What follows belongs to an exercise in optimizing a design on an open flow for small area; a production flow would make more cautious choices. Only simulation tests tie the RTL to the original design; equivalence was not proved. No activity file was given, so power comes from the tool's default toggle rates.

## flow/design.v (module list and top-level ports; edited modules follow where they fit)
// module Paddle_Top: 4284 lines
module Paddle_Top(i_Clk, i_Rst, i_Switch_1, i_Switch_2, i_Switch_3, i_Switch_4, i_UART_RX, o_UART_TX, o_Segment1_A, o_Segment1_B, o_Segment1_C, o_Segment1_D, o_Segment1_E, o_Segment1_F, o_Segment1_G, o_Segment2_A, o_Segment2_B, o_Segment2_C, o_Segment2_D, o_Segment2_E, o_Segment2_F
, o_Segment2_G, o_VGA_HSync, o_VGA_VSync, o_VGA_Red_0, o_VGA_Red_1, o_VGA_Red_2, o_VGA_Green_0, o_VGA_Green_1, o_VGA_Green_2, o_VGA_Blue_0, o_VGA_Blue_1, o_VGA_Blue_2);
  // ...
==> flow/run.sh <==
#!/bin/bash
# synth_recipe.tcl (not shown) runs the flow's synth.tcl, then flattens the netlist and writes it again
# the make line also repeats each setting of config.mk as NAME=value (left out here)
make -C /OpenROAD-flow-scripts/flow DESIGN_CONFIG=/design/flow/config.mk WORK_HOME=/design/flow/orfs CLKGATE_MAP_FILE= SYNTH_SCRIPT=/design/flow/synth_recipe.tcl finish
==> flow/config.mk <==
export PLATFORM = sky130hd
export DESIGN_NAME = Paddle_Top
export DESIGN_NICKNAME = Paddle_Top
export VERILOG_FILES = /design/flow/design.v
export SDC_FILE = /design/flow/constraint.sdc
export NUM_CORES = 4
export LEC_CHECK = 0
export ABC_AREA = 1
export CAP_MARGIN = 20
export CORE_MARGIN = 2
export CORE_UTILIZATION = 65
export CTS_BUF_LIST = sky130_fd_sc_hd__clkbuf_4
export PLACE_DENSITY = 0.85
export SLEW_MARGIN = 20
==> flow/constraint.sdc <==
create_clock -name core_clock -period 8.0 [get_ports {i_Clk}]
set_input_delay 1.6000 -clock core_clock [delete_from_list [all_inputs] [get_ports {i_Clk}]]
set_output_delay 1.6000 -clock core_clock [all_outputs]
set_load 0.01 [all_outputs]
==> impl_metrics.py, run 1 <==
metrics = {
    "power_and_ir_drop": {
        "clockPowerShare_pct": 35.8,
        "powerDensity_nw_per_um2": 184,
    },
    "finish": {
        "multi_input_cells": 539,
        "largest_register": "r_BC",
        "final_cell_mix": "nand2_1, dfxtp_1, inv_1",
        "fillers": 685,
    },
    "timing": {
        "timing.final.ws_setup_ns": 3.92,
        "slew_viol_final": 0,
        "finalCritPeriodShare_pct": 51.0,
        "fin_crit_ns": 4.08,
        "whs_ns": 0.409,
    },
    "critical_path": {
        "startpoint_type": "flip-flop",
        "cp.arrival_ns": 2.48,
        "cp_data_required_time_ns": 6.40,
    },
    "logic_synthesis": {
        "synth-edff-count": 1,
        "synth_area_um2": 5890,
        "synthMuxAreaShare_pct": 0,
        "yosysWarnings": 1,
        "yosys.area_share.adder_pct": 3.40,
    },
    "floorplan": {
        "fp.dieH_um": 99.2,
        "die_w_um": 99.2,
        "die-area_um2": 9840,
        "fp-row-count": 34,
    },
    "run_status": {
        "status": "finished clean",
    },
    "global_route": {
        "use_met1_pct": 31.2,
    },
    "cts": {
        "cts_resized": 0,
        "cts_tree": "done",
    },
    "place": {
        "dp.cells": 937,
    },
    "routing": {
        "wire_per_inst_um": 13.1,
        "dr_wl_met2_um": 6260,
        "drc_errors": 0,
    },
    "min_path": {
        "hold_start": "r_H[0]",
    },
}
==> run 2: changes to the inputs <==
--- a/flow/config.mk
+++ b/flow/config.mk
@@ -10,5 +10,5 @@
 export CORE_MARGIN = 2
-export CORE_UTILIZATION = 65
+export CORE_UTILIZATION = 40
 export CTS_BUF_LIST = sky130_fd_sc_hd__clkbuf_4
-export PLACE_DENSITY = 0.85
+export PLACE_DENSITY = 0.6
 export SLEW_MARGIN = 20
==> run 2 against run 1 <==
Still clean on timing, DRC and antenna. Combinational power is essentially flat. Sequential share of layout area is 0.43 points lower. Critical path depth did not move. Final cell count grew 7.8%. Hold slack got worse by 0.00097 ns. Via count shrank 5.4%. First-iteration DRC count decreased by 9.4%. Utilization fell by 29 points. Register-to-register slack lost 0.08 ns. Largest power group unchanged. Highest routed layer unchanged.
==> impl_metrics.py, run 2 <==
metrics = {
    "logic_synthesis": {
        "synth.yosys.seq_area_share_pct": 43.0,
        "synth_commonest_cells": "nand2_1, dfxtp_1, inv_1",
        "syn_inst": 814,
        "synth_top_area_share_pct": 42.5,
        "dominantRegCellSynth": "dfxtp_1",
        "ys_ff_latch": 126,
        "synthTopCellsByArea": "dfxtp_1, nand2_1, inv_1",
        "yosysTopAreaCell": "dfxtp_1",
        "yosys.cell_count.top_type": "nand2_1",
        "synth.avg_cell_area_um2": 7.23,
        "synthArstFlopShare_pct": 0,
        "yosysUniqueCellTypes": 47,
        "synth_area_um2": 5890,
        "synth-edff-count": 1,
        "syn_nets": 837,
        "yosysWarnings": 1,
    },
    "timing": {
        "whs_ns": 0.408,
        "finalCritPeriodShare_pct": 50.2,
        "finalSetupTns_ns": 0,
        "timing.final.ws_setup_ns": 3.98,
        "rsz0062_at_grt": "no",
        "setup_viol": 0,
        "relSlewSlack_pct": 51.3,
        "slew_viol_final": 0,
        "hold_viol_final": 0,
        "fin_worst_skew_ns": 0.0139,
        "tightest_slew_ns": 0.726,
        "fin_crit_ns": 4.02,
        "fmax_mhz": 249,
    },
    "global_route": {
        "grt_max_degree": 29,
        "gr-usage-all-layers_pct": 16.4,
        "overflow": 0,
        "use_met2_pct": 25.0,
        "use_met3_pct": 4.96,
        "use_met1_pct": 21.9,
        "antenna_found_initial": 1,
        "grt_pass1_wl_um": 21200,
        "grt_pass1_vias": 4596,
        "busiest_layer": "met2",
    },
    "power_and_ir_drop": {
        "powerDensity_nw_per_um2": 178,
        "power_mw": 1.18,
        "leakage_nw": 2.97,
        "ir_worst_vdd_v": 0.000104,
    },
    "floorplan": {
        "core_um2": 14500,
        "fp-row-count": 44,
        "die-area_um2": 15700,
        "start_util_pct": 40.7,
        "pin_count": 33,
        "die_w_um": 125,
        "fp.dieH_um": 125,
    },
    "cts": {
        "cts_buffers": 17,
        "cts_resized": 0,
        "worstSkewPairLatency_ns": 0.51,
        "cts_buffer_depth": 2,
        "clockRootBuffer": "clkbuf_4",
        "cts.reportedPaths.clkPinSlew_ns": 0.10,
        "cts_sinks": 126,
        "cts-hold-fix-buffers": 0,
        "htree_levels": 4,
        "cts_tree": "done",
        "post-cts-setup-buffer-count": 0,
    },
    "critical_path": {
        "startpoint_type": "flip-flop",
        "cp_data_required_time_ns": 6.40,
        "crit_type": "flip-flop to primary output",
        "cp_max_fo": 8,
        "cp.arrival_ns": 2.42,
        "endpoint_kind": "primary output",
    },
    "finish": {
        "fin_area_um2": 6600,
        "largest_register_ffs": 15,
        "area_growth_pct": 12.0,
        "largest_register": "r_BC",
        "fillers": 1471,
        "final_common_cell": "nand2_1",
        "post-route-util_pct": 45.6,
        "top_regs": "r_BC: 15 flops, r_LC: 11 flops, r_RC: 11 flops",
        "final_cells": 1045,
        "final_cell_mix": "nand2_1, dfxtp_1, inv_1",
        "nets": 871,
        "drive_gt1_share_pct": 7.21,
    },
    "routing": {
        "drc_errors": 0,
        "drt_iter0_drc": 261,
        "ant_nets": 0,
        "drt-pass1-iter-count": 5,
        "wire_per_inst_um": 11.8,
        "viasPerCell": 4.82,
        "drt_wl_total_um": 12300,
        "num_vias": 5038,
    },
    "run_status": {
        "status": "finished clean",
    },
    "place": {
        "gp_congestion": 0.827,
        "io_buffers": 32,
        "place_hpwl_um": 9050,
        "dp.cells": 1013,
        "place_area_um2": 6340,
        "pre_cts_ws_ns": 4.52,
    },
    "min_path": {
        "hold_path_class": "flip-flop to flip-flop",
    },
    "job": {
        "drv_cap": 0,
    },
}
run 2: changes by cell type in the layout (fill, tap and decap cells not counted), sizes merged:
cell,previous run,this run
clkbuf,17,20
clkinv,11,10
clkinvlp,2,1
diode,0,1
inv,132,130
run 2: kinds of logic after synthesis:
logic type	after synthesis	synth area share, %
AO/OA/AOI/OAI	139	13.5
buffers and inverters	149	10.1
AND/OR/NAND/NOR	377	29.0
adder cells (fa/ha/maj)	16	3.40
flip-flops	126	43.0
XOR/XNOR	7	1.04
run 2: routing by layer:
metal	share of wire [%]	up-vias
li1	-	2714
met1	50	2236
met2	45	80
met3	3.7	8
met4	1.1	0
met5	0	-
run 2: final timing paths:
kind | startpoint | to | slack, ns | cells after the start
setup / recovery | r_Byte[4] | o_Segment1_C | 3.98 | 7
hold / removal | r_H[0] | r_H[0] | 0.41 | 1
hold reg to reg | r_H[0] | r_H[0] | 0.41 | 1
setup reg to reg | r_BH[1] | r_BH[5] | 5.40 | 15
run 2: area by class of cell:
type                       count  area [um^2]  share of cell area (%)
clock inverter                11          100                    1.52
clock buffer                  20          150                    2.28
multi-input combinational    539         2760                    41.9
inverter                     132          497                    7.53
tap                          184          230                    3.49
sequential                   126         2530                    38.4
antenna                        1         2.50                  0.0379
timing repair buffer          32          320                    4.86
run 2: power breakdown:
group          internal (mW)  total (mW)  switching [mW]
Combinational         0.0359      0.0894          0.0535
Clock                  0.187       0.408           0.221
Sequential             0.653       0.679          0.0257
run 2: worst max-delay path: stages (launching register included):
cell and delay, ns:
dfxtp_1 0.49, inv_1 0.13, ha_1 0.30, or2_1 0.23, nand2_1 0.10, o22ai_1 0.07
o21a_1 0.12, clkdlybuf4s50_1 0.47
==> run 3: changes to the inputs <==
==> flow/flow/run.sh (new file) <==
#!/bin/bash
# Own layout flow: the standard flow (standard.sh), with two changes:
#  - ports are buffered with the smallest buffer (sky130_fd_sc_hd__buf_1);
#  - clock tree synthesis uses clkbuf_4 buffers and inserts no dummy loads.
# Every tool's full output goes to the ORFS logs under orfs/logs/ and the
# make output to flow_make.log in this folder.
set -euo pipefail
export BUFFER_PORTS_ARGS="-buffer_cell sky130_fd_sc_hd__buf_1"
export CTS_ARGS="-sink_clustering_enable -repair_clock_nets -buf_list sky130_fd_sc_hd__clkbuf_4 -dont_use_dummy_load"
bash standard.sh finish > flow_make.log 2>&1
==> flow/standard.sh (new file) <==
#!/bin/bash
# synth_recipe.tcl (not shown) runs the flow's synth.tcl, then flattens the netlist and writes it again
# the make line also repeats each setting of config.mk as NAME=value (left out here)
make -C /OpenROAD-flow-scripts/flow DESIGN_CONFIG=/design/flow/config.mk WORK_HOME=/design/flow/orfs CLKGATE_MAP_FILE= SYNTH_SCRIPT=/design/flow/synth_recipe.tcl "${@:-finish}"
removed: flow/run.sh
==> run 3 against run 2 <==
Largest cell class unchanged. Via count grew 0.81%. Combinational power shrank 3.0%. Fmax grew 10%. Sequential power is essentially flat. Utilization shrank 2.2 points.
==> impl_metrics.py, run 3 <==
metrics = {
    "critical_path": {
        "startpoint_type": "flip-flop",
        "endpoint_kind": "primary output",
        "cp_data_required_time_ns": 6.40,
        "setup.worst_path.start": "r_Byte[4]",
        "r2r_start": "r_BH[1]",
        "cp_max_fo": 8,
        "cp.arrival_ns": 2.05,
        "r2r_end": "r_BH[5]",
        "crit_type": "flip-flop to primary output",
        "ff2ff_path_depth": 15,
        "r2r_slack_ns": 5.51,
        "critPathCapture": "o_Segment1_C",
    },
    "logic_synthesis": {
        "yosys.cell_count.top_type": "nand2_1",
        "syn_inst": 814,
        "synth.avg_cell_area_um2": 7.23,
        "syn_nets": 837,
        "synthArstFlopShare_pct": 0,
        "ys_ff_latch": 126,
        "yosysUniqueCellTypes": 47,
        "synth_commonest_cells": "nand2_1, dfxtp_1, inv_1",
        "synthTopCellsByArea": "dfxtp_1, nand2_1, inv_1",
        "synth_top_area_share_pct": 42.5,
        "synth.yosys.seq_area_share_pct": 43.0,
        "yosysWarnings": 1,
        "synth_area_um2": 5890,
        "synth-edff-count": 1,
        "yosysTopAreaCell": "dfxtp_1",
        "dominantRegCellSynth": "dfxtp_1",
    },
    "routing": {
        "num_vias": 5079,
        "viasPerCell": 4.93,
        "wire_per_inst_um": 11.9,
        "drt_iter0_drc": 239,
        "drc_errors": 0,
        "drt_wl_total_um": 12200,
        "ant_nets": 0,
        "drt-pass1-iter-count": 5,
    },
    "finish": {
        "post-route-util_pct": 43.3,
        "largest_register": "r_BC",
        "final_cell_mix": "nand2_1, dfxtp_1, inv_1",
        "largest_register_ffs": 15,
        "area.sequential_um2": 2530,
        "fillers": 1518,
        "nets": 871,
        "drive_gt1_share_pct": 6.38,
        "top_regs": "r_BC: 15 flops, r_LC: 11 flops, r_RC: 11 flops",
        "area_growth_pct": 6.54,
        "final_common_cell": "nand2_1",
        "multi_input_area_um2": 2760,
    },
    "power_and_ir_drop": {
        "clockPowerShare_pct": 27.4,
        "comb_power_share_pct": 8.2,
        "swShare_pct": 25.7,
        "leakage_nw": 2.84,
        "powerDensity_nw_per_um2": 168,
        "internal_power_mw": 0.784,
        "p_seq_share_pct": 64.4,
        "p_sw_mw": 0.272,
        "ir_worst_vdd_v": 0.000149,
    },
    "run_status": {
        "status": "finished clean",
    },
    "timing": {
        "fin_worst_skew_ns": 0.0284,
        "finalSetupTns_ns": 0,
        "fmax_mhz": 274,
        "rsz0062_at_grt": "no",
        "hold_viol_final": 0,
        "relSlewSlack_pct": 51.6,
        "finalCritPeriodShare_pct": 45.6,
        "slew_viol_final": 0,
        "setup_viol": 0,
        "tightest_slew_ns": 0.721,
        "fin_crit_ns": 3.65,
    },
    "floorplan": {
        "fp.dieH_um": 125,
        "core_um2": 14500,
        "die-area_um2": 15700,
        "start_util_pct": 40.7,
        "fp-row-count": 44,
        "die_w_um": 125,
        "pin_count": 33,
    },
    "cts": {
        "worstSkewPairLatency_ns": 0.52,
        "post-cts-setup-buffer-count": 0,
        "cts_sinks": 126,
        "cts_tree": "done",
        "htree_levels": 4,
        "cts_buffer_depth": 2,
        "cts-hold-fix-buffers": 0,
        "cts_buffers": 17,
        "cts_resized": 0,
        "clockRootBuffer": "clkbuf_4",
        "cts.reportedPaths.clkPinSlew_ns": 0.09,
    },
    "place": {
        "io_buffers": 32,
        "place_hpwl_um": 9210,
        "gp_congestion": 0.833,
    },
    "min_path": {
        "hold_path_class": "flip-flop to flip-flop",
        "hold-path-cell-count": 2,
    },
    "global_route": {
        "overflow": 0,
        "gr-usage-all-layers_pct": 16.6,
        "antenna_found_initial": 1,
        "grt_max_degree": 29,
        "grt_pass1_wl_um": 21500,
        "grt_pass1_vias": 4673,
    },
    "job": {
        "drv_cap": 0,
    },
}
[run 3: cell counts after synthesis]
No cell type changed its count.
[run 3: power groups by stage]
stage               Sequential (mW)  Combinational [mW]  Clock [mW]
detailed placement            0.694              0.0874           0
finish                        0.680              0.0867       0.289
global placement              0.694              0.0866           0
global route                  0.683               0.102       0.332
CTS                           0.679              0.0881       0.307
floorplan                     0.685              0.0720           0
[run 3: worst min-delay path by stage]
| stage | from | to |
|---|---|---|
| floorplan | r_H[0] | r_H[0] |
| global placement | r_H[0] | r_H[0] |
| detailed placement | r_H[0] | r_H[0] |
| CTS | r_LC[9] | r_LC[10] |
| global route | r_LC[9] | r_LC[10] |
| finish | r_LC[9] | r_LC[10] |
[run 3: routing by layer]
| layer | global-route usage (%) | wire length [um] |
|---|---|---|
| met5 | 0 | 0 |
| met4 | 5.62 | 265 |
| met3 | 4.58 | 481 |
| met2 | 25.7 | 5300 |
| met1 | 22.4 | 6170 |
[run 3: worst max-delay path, stage by stage, from the launching register on]
cell and delay (ns):
dfxtp_1 0.49, inv_1 0.12, ha_1 0.29, or2_1 0.23, nand2_1 0.11, o22ai_1 0.07, o21a_1 0.11, buf_1 0.12
[run 3: metrics by stage]
step	std cells	hold WS [ns]	cell area, um^2	worst slack (ns)	total power, mW
floorplan	814	0.371	5890	5.10	0.757
global placement	1013	0.385	6140	4.91	0.781
detailed placement	1013	0.394	6140	4.87	0.781
CTS	1030	0.410	6270	4.29	1.07
global route	1031	0.420	6270	4.15	1.12
finish	1031	0.410	6270	4.35	1.06
[run 3: cells by family after synthesis]
| family | count (synthesis) | share of synthesized area [%] |
|---|---|---|
| AOI/OAI and AO/OA | 139 | 13.5 |
| xor gates and xnor gates | 7 | 1.04 |
| adders and majority gates | 16 | 3.40 |
| buffers and inverters | 149 | 10.1 |
| DFF | 126 | 43.0 |
| and+or+nand+nor | 377 | 29.0 |
[run 3: final cells by class]
class,count,share of cell area (%)
Multi-Input combinational cell,539,44.1
Timing Repair Buffer,32,1.91
Antenna cell,1,0.0399
Sequential cell,126,40.4
Tap cell,184,3.67
Inverter,132,7.92
Clock buffer,17,2.03
==> run 4: changes to the inputs <==
==> flow/flow/run.sh (replaced) <==
#!/bin/bash
# Own layout flow: the standard flow (standard.sh) with three changes:
#  - after the standard synthesis, its combinational logic is mapped again
#    for area (flow/remap.ys); registers keep their cells and names;
#  - ports are buffered with the smallest buffer (sky130_fd_sc_hd__buf_1);
#  - clock tree synthesis uses clkbuf_4 buffers and inserts no dummy loads.
# Tool output: ORFS logs under orfs/logs/, make output in flow_synth.log and
# flow_make.log, the re-mapping in remap.log.
set -euo pipefail
R=orfs/results/$FLOW_PLATFORM/Paddle_Top/base
LIB=$FLOW_HOME/platforms/sky130hd/lib/sky130_fd_sc_hd__tt_025C_1v80.lib
DONTUSE="-dont_use *probe* -dont_use *lpflow*"
bash standard.sh synth > flow_synth.log 2>&1
cp $R/1_2_yosys.v $R/1_2_yosys_standard.v
sed -e "s#@LIB@#$LIB#g" -e "s#@IN@#$R/1_2_yosys_standard.v#" -e "s#@OUT@#$R/1_2_yosys_remap.v#" \
    -e "s#@TOP@#$FLOW_TOP#" -e "s#@DONTUSE@#$DONTUSE -dont_use *clkbuf* -dont_use *clkinv* -dont_use *dly*#" \
    flow/remap.ys > remap_run.ys
yosys -l remap.log remap_run.ys > /dev/null
cp $R/1_2_yosys_remap.v $R/1_2_yosys.v
export BUFFER_PORTS_ARGS="-buffer_cell sky130_fd_sc_hd__buf_1"
export CTS_ARGS="-sink_clustering_enable -repair_clock_nets -buf_list sky130_fd_sc_hd__clkbuf_4 -dont_use_dummy_load"
bash standard.sh finish > flow_make.log 2>&1
==> flow/flow/remap.ys (new file) <==
# Re-map the combinational logic of the standard synthesis for area.
# Registers (dfxtp/edfxtp) and tie cells are kept as they are, with their
# names; every other cell is replaced by its function and mapped again by
# ABC with an area-only script (no buffering or upsizing), then the
# standard synthesis's closing steps are repeated.
read_liberty -ignore_miss_func @LIB@
read_verilog @IN@
hierarchy -top @TOP@
blackbox sky130_fd_sc_hd__dfxtp_1 sky130_fd_sc_hd__edfxtp_1 sky130_fd_sc_hd__conb_1
flatten
rename -hide w:*.*
opt_clean -purge
abc -liberty @LIB@ @DONTUSE@ -script "+strash;dch;map -a;topo"
opt_clean -purge
read_liberty -lib -ignore_redef @LIB@
hilomap -singleton -hicell sky130_fd_sc_hd__conb_1 HI -locell sky130_fd_sc_hd__conb_1 LO
insbuf -buf sky130_fd_sc_hd__buf_4 A X
opt_clean -purge
tee -o remap_stat.txt stat -liberty @LIB@
check -assert
write_verilog -noattr -nohex -nodec @OUT@
==> run 4 against run 3 <==
Setup slack gained 0.0049 ns. Global-route usage is 1.2 points higher. Critical path type unchanged. Highest routed layer unchanged. Sequential cell count did not move. Clock skew decreased by 0.0011 ns. Combinational power decreased by 9.7%. Utilization rose by 0.39 points. Sequential share of layout area is 1.7 points higher. Register-to-register slack worse by 0.19 ns. Largest power group unchanged. Synthesized cell count down 2.8%.
==> impl_metrics.py, run 4 <==
metrics = {
    "finish": {
        "post-route-util_pct": 43.7,
        "final_common_cell": "inv_1",
        "nets": 843,
        "fillers": 1514,
        "largest_register": "r_BC",
        "area_growth_pct": 7.70,
        "final_cell_mix": "inv_1, nor2_1, dfxtp_1",
        "top_regs": "r_BC: 15 flops, r_LC: 11 flops, r_RC: 11 flops",
        "drive_gt1_share_pct": 3.84,
        "largest_register_ffs": 15,
    },
    "logic_synthesis": {
        "yosysWarnings": 1,
        "syn_nets": 798,
        "syn_inst": 791,
        "synth_area_um2": 5590,
        "synth.avg_cell_area_um2": 7.07,
    },
    "place": {
        "pre_cts_ws_ns": 4.90,
        "gp_congestion": 0.813,
        "place_hpwl_um": 9140,
        "io_buffers": 32,
    },
    "global_route": {
        "gr-usage-all-layers_pct": 17.8,
        "grt_pass1_vias": 4565,
        "grt_pass1_wl_um": 21100,
        "overflow": 0,
        "antenna_found_initial": 1,
        "grt_max_degree": 30,
    },
    "run_status": {
        "status": "finished clean",
    },
    "min_path": {
        "hold_path_class": "flip-flop to flip-flop",
    },
    "critical_path": {
        "crit_family": "flip-flops",
        "cp_data_required_time_ns": 6.40,
        "endpoint_kind": "primary output",
        "crit_type": "flip-flop to primary output",
        "cp.arrival_ns": 2.05,
        "cp_num_buf_inv": 4,
        "cp_slowest_cell": "dfxtp_1",
        "crit_top_cell": "inv_1",
        "startpoint_type": "flip-flop",
        "slowest_delay_ns": 0.48,
        "crit_path_cell_trace": "inv_1, nor2_1, inv_1, nor3_1, a21oi_1, inv_1, nor2_1, o22a_2, buf_1",
        "cp_max_fo": 8,
    },
    "routing": {
        "num_vias": 5003,
        "ant_nets": 0,
        "drt_wl_total_um": 12300,
        "drt_iter0_drc": 430,
        "drt-pass1-iter-count": 5,
        "top_layer": "met4",
        "dr_wl_met2_um": 5440,
        "viasPerCell": 4.93,
        "wl_met1_um": 6230,
        "wire_per_inst_um": 12.1,
        "wl_met3_um": 496,
        "drc_errors": 0,
    },
    "floorplan": {
        "die_w_um": 122,
        "fp.dieH_um": 122,
        "fp-row-count": 43,
        "core_um2": 13800,
        "die-area_um2": 14900,
        "pin_count": 33,
        "start_util_pct": 40.6,
    },
    "timing": {
        "fmax_mhz": 274,
        "fin_crit_ns": 3.65,
        "slew_viol_final": 0,
        "relSlewSlack_pct": 54.6,
        "rsz0062_at_grt": "no",
        "setup_viol": 0,
        "fin_worst_skew_ns": 0.0273,
        "tightest_slew_ns": 0.678,
        "finalCritPeriodShare_pct": 45.6,
        "hold_viol_final": 0,
        "finalSetupTns_ns": 0,
        "timing.final.ws_setup_ns": 4.35,
    },
    "cts": {
        "post-cts-setup-buffer-count": 0,
        "htree_levels": 4,
        "cts_resized": 0,
        "clockRootBuffer": "clkbuf_4",
        "cts_buffers": 17,
        "cts-hold-fix-buffers": 0,
        "worstSkewPairLatency_ns": 0.53,
        "cts_sinks": 126,
        "cts_tree": "done",
        "cts_buffer_depth": 2,
        "cts.reportedPaths.clkPinSlew_ns": 0.10,
    },
    "power_and_ir_drop": {
        "leakage_nw": 2.59,
        "powerDensity_nw_per_um2": 174,
        "ir_worst_vdd_v": 0.0000777,
    },
    "job": {
        "drv_cap": 0,
    },
}
run 4: layout make-up:
cell class,instances,area (um^2),share of cell area [%]
diodes,1,2.50,0.0416
clock buffers,17,128,2.12
inverters,151,567,9.41
multi-input cells,506,2430,40.4
flip-flops and latches,126,2530,42.1
well taps,180,225,3.74
repair buffers,34,135,2.24
run 4: path summary, 6_finish.rpt:
check	start	to	slack, ns	cells past startpoint
hold / removal	r_RC[3]	r_RC[4]	0.41	2
setup / recovery	r_Byte[4]	o_Segment1_C	4.35	9
hold reg to reg	r_RC[3]	r_RC[4]	0.41	2
setup reg to reg	r_H[0]	r_V[9]	5.32	18
run 4: per-stage QoR:
stage	area [um^2]	power (mW)	hold slack (ns)	cells
after floorplan	5590	0.739	0.380	791
after global placement	5890	0.764	0.391	997
after detailed placement	5890	0.764	0.392	997
after CTS	6020	1.06	0.412	1014
after global routing	6020	1.10	0.424	1015
final	6020	1.04	0.407	1015
run 4: layer usage:
layer | track usage [%] | up-vias
met4 | 6.03 | 0
met2 | 27.5 | 104
met1 | 24.2 | 2213
li1 | - | 2672
met5 | 0 | -
met3 | 4.74 | 14
run 4: power by group:
part / leakage [nW] / internal, mW / switching, mW / total (mW)
registers: 1.02 / 0.651 / 0.0198 / 0.671
clock network: 0.0782 / 0.0969 / 0.198 / 0.295
logic: 1.49 / 0.0286 / 0.0498 / 0.0783
total: 2.59 / 0.777 / 0.268 / 1.04
run 4: worst min-delay path, delay by kind of cell, from the launching register on:
kind	cells	cell delay (ns)
buffers and inverters	1	0.05
DFF	1	0.32
and+or+nand+nor	1	0.03
==> run 5: changes to the inputs <==
--- a/flow/config.mk
+++ b/flow/config.mk
@@ -11,3 +11,2 @@
 export CORE_UTILIZATION = 40
-export CTS_BUF_LIST = sky130_fd_sc_hd__clkbuf_4
 export PLACE_DENSITY = 0.6
==> run 5 against run 4 <==
Combinational power hardly changed. Area after synthesis stayed put. Register-to-register slack hardly changed. Hold slack stayed put. Die area stayed put. Highest routed layer unchanged. Sequential cell count stayed put. Setup slack stayed put. Critical path type unchanged. Critical path depth stayed put. Final cell count stayed put. Sequential power hardly changed. Largest cell class unchanged. Routed wire length stayed put.
==> impl_metrics.py, run 5 <==
metrics = {
    "run_status": {
        "status": "finished clean",
    },
    "cts": {
        "post-cts-setup-buffer-count": 0,
        "cts_tree": "done",
        "cts_sinks": 126,
        "cts_buffers": 17,
        "clockRootBuffer": "clkbuf_4",
        "cts-hold-fix-buffers": 0,
        "worstSkewPairLatency_ns": 0.53,
        "cts_resized": 0,
        "htree_levels": 4,
        "cts.reportedPaths.clkPinSlew_ns": 0.10,
        "cts_buffer_depth": 2,
    },
    "finish": {
        "nets": 843,
        "final_common_cell": "inv_1",
        "largest_register_ffs": 15,
        "final_cell_mix": "inv_1, nor2_1, dfxtp_1",
        "area_growth_pct": 7.70,
        "top_regs": "r_BC: 15 flops, r_LC: 11 flops, r_RC: 11 flops",
        "drive_gt1_share_pct": 3.84,
        "final_cells": 1015,
        "fillers": 1514,
        "largest_register": "r_BC",
    },
    "timing": {
        "finalCritPeriodShare_pct": 45.6,
        "fin_worst_skew_ns": 0.0273,
        "rsz0062_at_grt": "no",
        "finalSetupTns_ns": 0,
        "hold_viol_final": 0,
        "fmax_mhz": 274,
        "whs_ns": 0.407,
        "setup_viol": 0,
        "relSlewSlack_pct": 54.6,
        "tightest_slew_ns": 0.678,
        "fin_crit_ns": 3.65,
        "slew_viol_final": 0,
    },
    "routing": {
        "num_vias": 5003,
        "wire_per_inst_um": 12.1,
        "wl_met1_um": 6230,
        "drt_wl_total_um": 12300,
        "drt-pass1-iter-count": 5,
        "dr_wl_met2_um": 5440,
        "drt_iter0_drc": 430,
        "ant_nets": 0,
        "viasPerCell": 4.93,
        "wl_met3_um": 496,
        "top_layer": "met4",
        "drc_errors": 0,
    },
    "power_and_ir_drop": {
        "leakage_nw": 2.59,
        "p_sw_mw": 0.268,
        "powerDensity_nw_per_um2": 174,
        "ir_worst_vdd_v": 0.0000777,
        "internal_power_mw": 0.777,
        "swShare_pct": 25.6,
        "comb_power_share_pct": 7.5,
        "p_seq_share_pct": 64.2,
        "clockPowerShare_pct": 28.3,
    },
    "floorplan": {
        "core_um2": 13800,
        "pin_count": 33,
        "die_w_um": 122,
        "fp.dieH_um": 122,
        "die-area_um2": 14900,
        "start_util_pct": 40.6,
        "fp-row-count": 43,
    },
    "critical_path": {
        "endpoint_kind": "primary output",
        "cp.arrival_ns": 2.05,
        "slowest_delay_ns": 0.48,
        "cp_num_buf_inv": 4,
        "startpoint_type": "flip-flop",
        "crit_path_cell_trace": "inv_1, nor2_1, inv_1, nor3_1, a21oi_1, inv_1, nor2_1, o22a_2, buf_1",
        "crit_type": "flip-flop to primary output",
        "cp_slowest_cell": "dfxtp_1",
        "cp_max_fo": 8,
        "r2r_slack_ns": 5.32,
        "crit_top_cell": "inv_1",
        "cp_data_required_time_ns": 6.40,
        "crit_family": "flip-flops",
    },
    "place": {
        "place_hpwl_um": 9140,
        "io_buffers": 32,
        "dp.cells": 997,
        "gp_congestion": 0.813,
    },
    "global_route": {
        "grt_pass1_wl_um": 21100,
        "grt_max_degree": 30,
        "antenna_found_initial": 1,
        "grt_pass1_vias": 4565,
        "overflow": 0,
        "gr-usage-all-layers_pct": 17.8,
    },
    "logic_synthesis": {
        "synth.avg_cell_area_um2": 7.07,
        "yosysWarnings": 1,
        "syn_inst": 791,
        "syn_nets": 798,
        "synth_area_um2": 5590,
    },
    "job": {
        "drv_cap": 0,
    },
    "min_path": {
        "hold_path_class": "flip-flop to flip-flop",
    },
}
==> run 5: power by group through the flow <==
stage                     combinational [mW]  sequential [mW]  clock [mW]
after floorplan                       0.0590            0.680           0
after global placement                0.0786            0.686           0
after detailed placement              0.0784            0.686           0
after CTS                             0.0790            0.671       0.311
after global routing                  0.0920            0.676       0.336
final                                 0.0783            0.671       0.295
==> run 5: metrics by stage <==
stage / utilization (%) / setup slack (ns) / total power, mW / cell area, um^2
floorplan: - / 5.21 / 0.739 / 5590
global placement: 42.8 / 4.94 / 0.764 / 5890
detailed placement: 42.8 / 4.90 / 0.764 / 5890
CTS: 43.7 / 4.30 / 1.06 / 6020
global route: 43.7 / 4.17 / 1.10 / 6020
finish: 43.7 / 4.35 / 1.04 / 6020
==> run 5: metal layers <==
layer / global-route usage, % / vias to the layer above
met5: 0 / -
met4: 6.03 / 0
met3: 4.74 / 14
met2: 27.5 / 104
met1: 24.2 / 2213
li1: - / 2672
==> run 5: path summary, 6_finish.rpt <==
kind | startpoint | cells after the start | endpoint
setup / recovery | r_Byte[4] | 9 | o_Segment1_C
hold / removal | r_RC[3] | 2 | r_RC[4]
setup reg to reg | r_H[0] | 18 | r_V[9]
hold reg to reg | r_RC[3] | 2 | r_RC[4]
==> run 5: layout make-up <==
| class | count | area, um^2 | share of cell area (%) |
|---|---|---|---|
| multi-input combinational | 506 | 2430 | 40.4 |
| tap | 180 | 225 | 3.74 |
| antenna | 1 | 2.50 | 0.0416 |
| sequential | 126 | 2530 | 42.1 |
| timing repair buffer | 34 | 135 | 2.24 |
| clock buffer | 17 | 128 | 2.12 |
| inverter | 151 | 567 | 9.41 |
==> run 5: worst min-delay path: stages (launching register included) <==
cell and delay [ns]:
dfxtp_1 0.32, inv_1 0.05, nor2_1 0.03
==> run 6: changes to the inputs <==
--- a/flow/config.mk
+++ b/flow/config.mk
@@ -10,4 +10,4 @@
 export CORE_MARGIN = 2
-export CORE_UTILIZATION = 40
-export PLACE_DENSITY = 0.6
+export CORE_UTILIZATION = 60
+export PLACE_DENSITY = 0.8
 export SLEW_MARGIN = 20
==> run 6 against run 5 <==
Still clean on timing, DRC and antenna. Power down 1.0%. Sequential power about the same. Register-to-register slack worse by 0.36 ns. Critical path type unchanged. Critical endpoint unchanged. Largest cell class unchanged.
==> impl_metrics.py, run 6 <==
metrics = {
    "job": {
        "drv_cap": 0,
    },
    "run_status": {
        "status": "finished clean",
    },
    "routing": {
        "drc_errors": 0,
        "drt_wl_total_um": 12200,
        "ant_nets": 0,
        "wire_per_inst_um": 12.9,
        "viasPerCell": 5.59,
        "num_vias": 5280,
        "drt-pass1-iter-count": 5,
        "drt_iter0_drc": 236,
    },
    "timing": {
        "tightest_slew_ns": 0.845,
        "fin_crit_ns": 3.62,
        "finalSetupTns_ns": 0,
        "setup_viol": 0,
        "slew_viol_final": 0,
        "hold_viol_final": 0,
        "fin_worst_skew_ns": 0.0423,
        "fmax_mhz": 277,
        "relSlewSlack_pct": 43.6,
        "finalCritPeriodShare_pct": 45.2,
        "rsz0062_at_grt": "no",
    },
    "global_route": {
        "grt_pass1_wl_um": 20500,
        "gr-usage-all-layers_pct": 25.0,
        "grt_max_degree": 30,
        "antenna_found_initial": 0,
        "grt_pass1_vias": 4757,
        "overflow": 0,
    },
    "finish": {
        "area.sequential_um2": 2530,
        "n_antenna_cell": 0,
        "drive_gt1_share_pct": 3.72,
        "final_common_cell": "inv_1",
        "final_cell_mix": "inv_1, nor2_1, dfxtp_1",
        "largest_register_ffs": 15,
        "multi_input_area_um2": 2430,
        "fillers": 813,
        "area_growth_pct": 5.98,
        "fin_area_um2": 5920,
        "top_regs": "r_BC: 15 flops, r_LC: 11 flops, r_RC: 11 flops",
        "largest_register": "r_BC",
        "nets": 842,
    },
    "logic_synthesis": {
        "syn_inst": 791,
        "synth.avg_cell_area_um2": 7.07,
        "yosysWarnings": 1,
        "syn_nets": 798,
        "synth_area_um2": 5590,
    },
    "cts": {
        "cts_resized": 0,
        "clockRootBuffer": "clkbuf_4",
        "worstSkewPairLatency_ns": 0.48,
        "cts-hold-fix-buffers": 0,
        "cts_sinks": 126,
        "cts.reportedPaths.clkPinSlew_ns": 0.09,
        "cts_buffer_depth": 2,
        "htree_levels": 4,
        "post-cts-setup-buffer-count": 0,
        "cts_tree": "done",
        "cts_buffers": 17,
    },
    "critical_path": {
        "endpoint_kind": "primary output",
        "crit_path_cell_trace": "inv_1, nor2_1, inv_1, nor3_1, a21oi_1, inv_1, nor2_1, o22a_2, buf_1",
        "r2r_start": "r_H[0]",
        "cp_slowest_cell": "dfxtp_1",
        "startpoint_type": "flip-flop",
        "cp_data_required_time_ns": 6.40,
        "r2r_end": "r_V[9]",
        "r2r_slack_ns": 4.96,
        "setup.worst_path.start": "r_Byte[4]",
        "crit_type": "flip-flop to primary output",
        "ff2ff_path_depth": 18,
        "slowest_delay_ns": 0.47,
        "crit_top_cell": "inv_1",
        "cp.arrival_ns": 2.02,
        "cp_max_fo": 8,
    },
    "floorplan": {
        "core_um2": 9150,
        "die_w_um": 101,
        "fp.dieH_um": 101,
        "pin_count": 33,
        "start_util_pct": 61.1,
        "fp-row-count": 35,
        "die-area_um2": 10100,
    },
    "place": {
        "place_hpwl_um": 9260,
        "gp_congestion": 0.918,
        "place_area_um2": 5800,
        "io_buffers": 32,
    },
    "min_path": {
        "hold-path-cell-count": 1,
        "hold_start": "r_H[0]",
        "whs_endpoint": "r_H[0]",
        "hold_path_class": "flip-flop to flip-flop",
    },
    "power_and_ir_drop": {
        "powerDensity_nw_per_um2": 175,
        "leakage_nw": 2.59,
        "ir_worst_vdd_v": 0.000145,
    },
}
## run 6: worst max path at each step
stage	cells after the start	end	slack, ns
floorplan	8	o_Segment1_C	5.21
global placement	8	r_rn[1]	4.85
detailed placement	8	r_rn[1]	4.73
global route	9	o_Segment1_C	4.19
finish	9	o_Segment1_C	4.38
CTS	9	o_Segment1_C	4.37
## run 6: critical path, delay by kind of cell (launching register included)
kind            cells  cell delay (ns)
flops               1             0.47
simple gates        3             0.41
buf+inv             4             0.39
compound gates      2             0.27
## run 6: cell type report
| type | count | area share [%] |
|---|---|---|
| repair buffers | 33 | 2.15 |
| inverters | 151 | 9.57 |
| clock buffers | 17 | 2.15 |
| multi-input cells | 506 | 41.0 |
| flip-flops and latches | 126 | 42.7 |
| well taps | 111 | 2.34 |
## run 6: per-stage QoR
stage                     utilization (%)  setup WS [ns]  hold WS [ns]  cells  total power [mW]
after detailed placement             63.3           4.73         0.392    927             0.763
after global placement               63.3           4.85         0.389    927             0.758
final                                64.7           4.38         0.406    944              1.03
after floorplan                         -           5.21         0.380    791             0.739
after CTS                            64.7           4.37         0.410    944              1.04
after global routing                 64.7           4.19         0.425    944              1.08
## run 6: routing by layer
layer | wire [um] | GRT usage, % | part of all wire [%]
met1 | 5300 | 30.1 | 44
met2 | 6080 | 44.2 | 50
met3 | 608 | 5.69 | 5.0
met4 | 179 | 8.11 | 1.5
met5 | 0 | 0 | 0
## run 6: where the power goes
group	internal, mW	total [mW]	switching [mW]
Combinational	0.0271	0.0783	0.0512
Clock	0.0972	0.284	0.187
Sequential	0.652	0.672	0.0204
==> run 7: changes to the inputs <==
--- a/flow/flow/run.sh
+++ b/flow/flow/run.sh
@@ -20,3 +20,3 @@
 export BUFFER_PORTS_ARGS="-buffer_cell sky130_fd_sc_hd__buf_1"
-export CTS_ARGS="-sink_clustering_enable -repair_clock_nets -buf_list sky130_fd_sc_hd__clkbuf_4 -dont_use_dummy_load"
+export CTS_ARGS="-sink_clustering_enable -repair_clock_nets -buf_list sky130_fd_sc_hd__clkbuf_8 -sink_clustering_size 25 -sink_clustering_max_diameter 150 -dont_use_dummy_load"
 bash standard.sh finish > flow_make.log 2>&1
--- a/flow/config.mk
+++ b/flow/config.mk
@@ -10,4 +10,5 @@
 export CORE_MARGIN = 2
-export CORE_UTILIZATION = 60
-export PLACE_DENSITY = 0.8
+export CORE_UTILIZATION = 40
+export CTS_BUF_LIST = sky130_fd_sc_hd__clkbuf_4
+export PLACE_DENSITY = 0.6
 export SLEW_MARGIN = 20
==> run 7 against run 6 <==
Sequential cell count unchanged. Final cell count increased by 7.4%. Global-route usage decreased by 7.1 points. Clock power increased by 39%. Sequential share of layout area decreased by 1.4 points. Synthesized cell count unchanged. Via count decreased by 5.0%. Power increased by 11%. Fmax increased by 1.7%. Hold slack got worse by 0.0013 ns.
==> impl_metrics.py, run 7 <==
metrics = {
    "place": {
        "io_buffers": 32,
        "place_hpwl_um": 9140,
        "gp_congestion": 0.813,
        "dp.cells": 997,
    },
    "routing": {
        "drt_iter0_drc": 348,
        "drt-pass1-iter-count": 5,
        "num_vias": 5015,
        "drc_errors": 0,
        "ant_nets": 0,
        "drt_wl_total_um": 12300,
        "viasPerCell": 4.95,
        "wire_per_inst_um": 12.1,
    },
    "job": {
        "drv_cap": 0,
    },
    "cts": {
        "cts_buffer_depth": 2,
        "cts_tree": "done",
        "htree_levels": 4,
        "cts_buffers": 17,
        "post-cts-setup-buffer-count": 0,
        "clockRootBuffer": "clkbuf_8",
        "cts.reportedPaths.clkPinSlew_ns": 0.06,
        "cts-hold-fix-buffers": 0,
        "worstSkewPairLatency_ns": 0.44,
        "cts_resized": 0,
        "cts_sinks": 126,
    },
    "global_route": {
        "use_met2_pct": 27.7,
        "grt_pass1_wl_um": 21100,
        "antenna_found_initial": 0,
        "grt_pass1_vias": 4530,
        "use_met1_pct": 24.2,
        "gr-usage-all-layers_pct": 17.9,
        "busiest_layer": "met2",
        "grt_max_degree": 30,
        "overflow": 0,
        "use_met3_pct": 4.18,
    },
    "floorplan": {
        "start_util_pct": 40.6,
        "die_w_um": 122,
        "fp-row-count": 43,
        "fp.dieH_um": 122,
        "core_um2": 13800,
        "pin_count": 33,
        "die-area_um2": 14900,
    },
    "power_and_ir_drop": {
        "swShare_pct": 24.4,
        "p_sw_mw": 0.279,
        "p_seq_share_pct": 58.6,
        "leakage_nw": 2.64,
        "powerDensity_nw_per_um2": 187,
        "clockPowerShare_pct": 34.5,
        "ir_worst_vdd_v": 0.0000940,
        "comb_power_share_pct": 6.8,
        "internal_power_mw": 0.867,
    },
    "critical_path": {
        "cp_max_fo": 8,
        "cp.arrival_ns": 1.95,
        "startpoint_type": "flip-flop",
        "endpoint_kind": "primary output",
        "crit_type": "flip-flop to primary output",
        "cp_data_required_time_ns": 6.40,
    },
    "min_path": {
        "hold_path_class": "flip-flop to flip-flop",
    },
    "logic_synthesis": {
        "yosysWarnings": 1,
        "synth.avg_cell_area_um2": 7.07,
        "synth_area_um2": 5590,
        "syn_nets": 798,
        "syn_inst": 791,
    },
    "finish": {
        "final_common_cell": "inv_1",
        "fillers": 1497,
        "largest_register": "r_BC",
        "area_growth_pct": 9.56,
        "nets": 843,
        "final_cells": 1014,
        "drive_gt1_share_pct": 3.84,
        "n_antenna_cell": 0,
        "final_cell_mix": "inv_1, nor2_1, dfxtp_1",
        "largest_register_ffs": 15,
        "top_regs": "r_BC: 15 flops, r_LC: 11 flops, r_RC: 11 flops",
    },
    "timing": {
        "rsz0062_at_grt": "no",
        "fmax_mhz": 281,
        "finalCritPeriodShare_pct": 44.4,
        "slew_viol_final": 0,
        "setup_viol": 0,
        "relSlewSlack_pct": 53.4,
        "fin_worst_skew_ns": 0.0181,
        "whs_ns": 0.405,
        "tightest_slew_ns": 0.697,
        "finalSetupTns_ns": 0,
        "fin_crit_ns": 3.55,
        "hold_viol_final": 0,
    },
    "run_status": {
        "status": "finished clean",
    },
}
run 7: critical path, stage by stage (launching register included):
cell	delay (ns)
dfxtp_1	0.47
inv_1	0.12
nor2_1	0.15
inv_1	0.07
nor3_1	0.23
a21oi_1	0.09
inv_1	0.06
nor2_1	0.04
o22a_2	0.17
buf_1	0.12
run 7: path summary, 6_finish.rpt:
path	start	depth (start not counted)	end	slack (ns)
setup / recovery	r_Byte[4]	9	o_Segment1_C	4.45
hold / removal	r_tu[1]	2	r_tu[2]	0.40
setup reg to reg	r_H[0]	18	r_V[9]	5.35
hold reg to reg	r_tu[1]	2	r_tu[2]	0.40
run 7: per-layer routing:
metal	wire length, um	part of all wire, %
met5	0	0
met2	5420	44
met1	6100	50
met3	560	4.6
met4	218	1.8
run 7: per-stage QoR:
step	area (um^2)	total power, mW	util, %	setup slack, ns
after floorplan	5590	0.739	-	5.21
after global placement	5890	0.764	42.8	4.94
after detailed placement	5890	0.764	42.8	4.90
after CTS	6120	1.17	44.5	4.40
after global routing	6120	1.21	44.5	4.29
final	6120	1.15	44.5	4.45
run 7: final cells by class:
cell class | instances | area [um^2] | area share (%)
inverter | 151 | 567 | 9.25
timing repair buffer | 34 | 135 | 2.21
clock buffer | 17 | 234 | 3.82
tap | 180 | 225 | 3.68
sequential | 126 | 2530 | 41.3
multi-input combinational | 506 | 2430 | 39.7
run 7: power by group through the flow:
stage / Clock (mW) / Combinational [mW] / Sequential [mW]
6_report: 0.396 / 0.0783 / 0.672
5_1_grt: 0.442 / 0.0918 / 0.676
3_5_place_dp: 0 / 0.0784 / 0.686
2_1_floorplan: 0 / 0.0590 / 0.680
3_3_place_gp: 0 / 0.0786 / 0.686
4_1_cts: 0.417 / 0.0787 / 0.672

-- port drivers added, routing unchanged --
Ports are ideal in the flow. The routed layouts listed here were re-timed in OpenROAD. Step 1 (the two cells are an assumption about what drives the block):
set clk [get_ports {i_Clk}]
set_driving_cell -lib_cell sky130_fd_sc_hd__clkbuf_16 $clk
set_driving_cell -lib_cell sky130_fd_sc_hd__buf_2 [delete_from_list [all_inputs] $clk]
Step 2 adds t to the input delays and takes it off the output delays; t is the mean of the earliest and latest rising clock arrival at the registers after step 1. Input paths then give back, and output paths get back, about the clock's delay inside the block. Three values: no drivers, after step 1, after step 2; two values: the first two.
| run | shift t [ns] | setup slack, ns | hold slack, ns | latest minus earliest clock arrival (ns) | worst register clock-pin slew, ns |
|---|---|---|---|---|---|
| run 1 | 0.531 | 3.923 / 3.894 / 4.425 | 0.409 / 0.409 / 0.409 | 0.019 / 0.018 | 0.12 / 0.12 |
| run 2 | 0.540 | 3.981 / 3.946 / 4.486 | 0.408 / 0.408 / 0.408 | 0.014 / 0.014 | 0.11 / 0.11 |
| run 3 | 0.540 | 4.350 / 4.313 / 4.853 | 0.410 / 0.410 / 0.410 | 0.038 / 0.037 | 0.11 / 0.11 |
| run 4 | 0.554 | 4.355 / 4.317 / 4.871 | 0.407 / 0.407 / 0.407 | 0.031 / 0.031 | 0.11 / 0.11 |
| run 5 | 0.554 | 4.355 / 4.317 / 4.871 | 0.407 / 0.407 / 0.407 | 0.031 / 0.031 | 0.11 / 0.11 |
| run 6 | 0.498 | 4.384 / 4.354 / 4.668 | 0.406 / 0.406 / 0.406 | 0.054 / 0.054 | 0.11 / 0.11 |
| run 7 | 0.469 | 4.446 / 4.409 / 4.878 | 0.405 / 0.405 / 0.405 | 0.023 / 0.023 | 0.07 / 0.07 |
After both steps setup and hold are still met in every run listed.
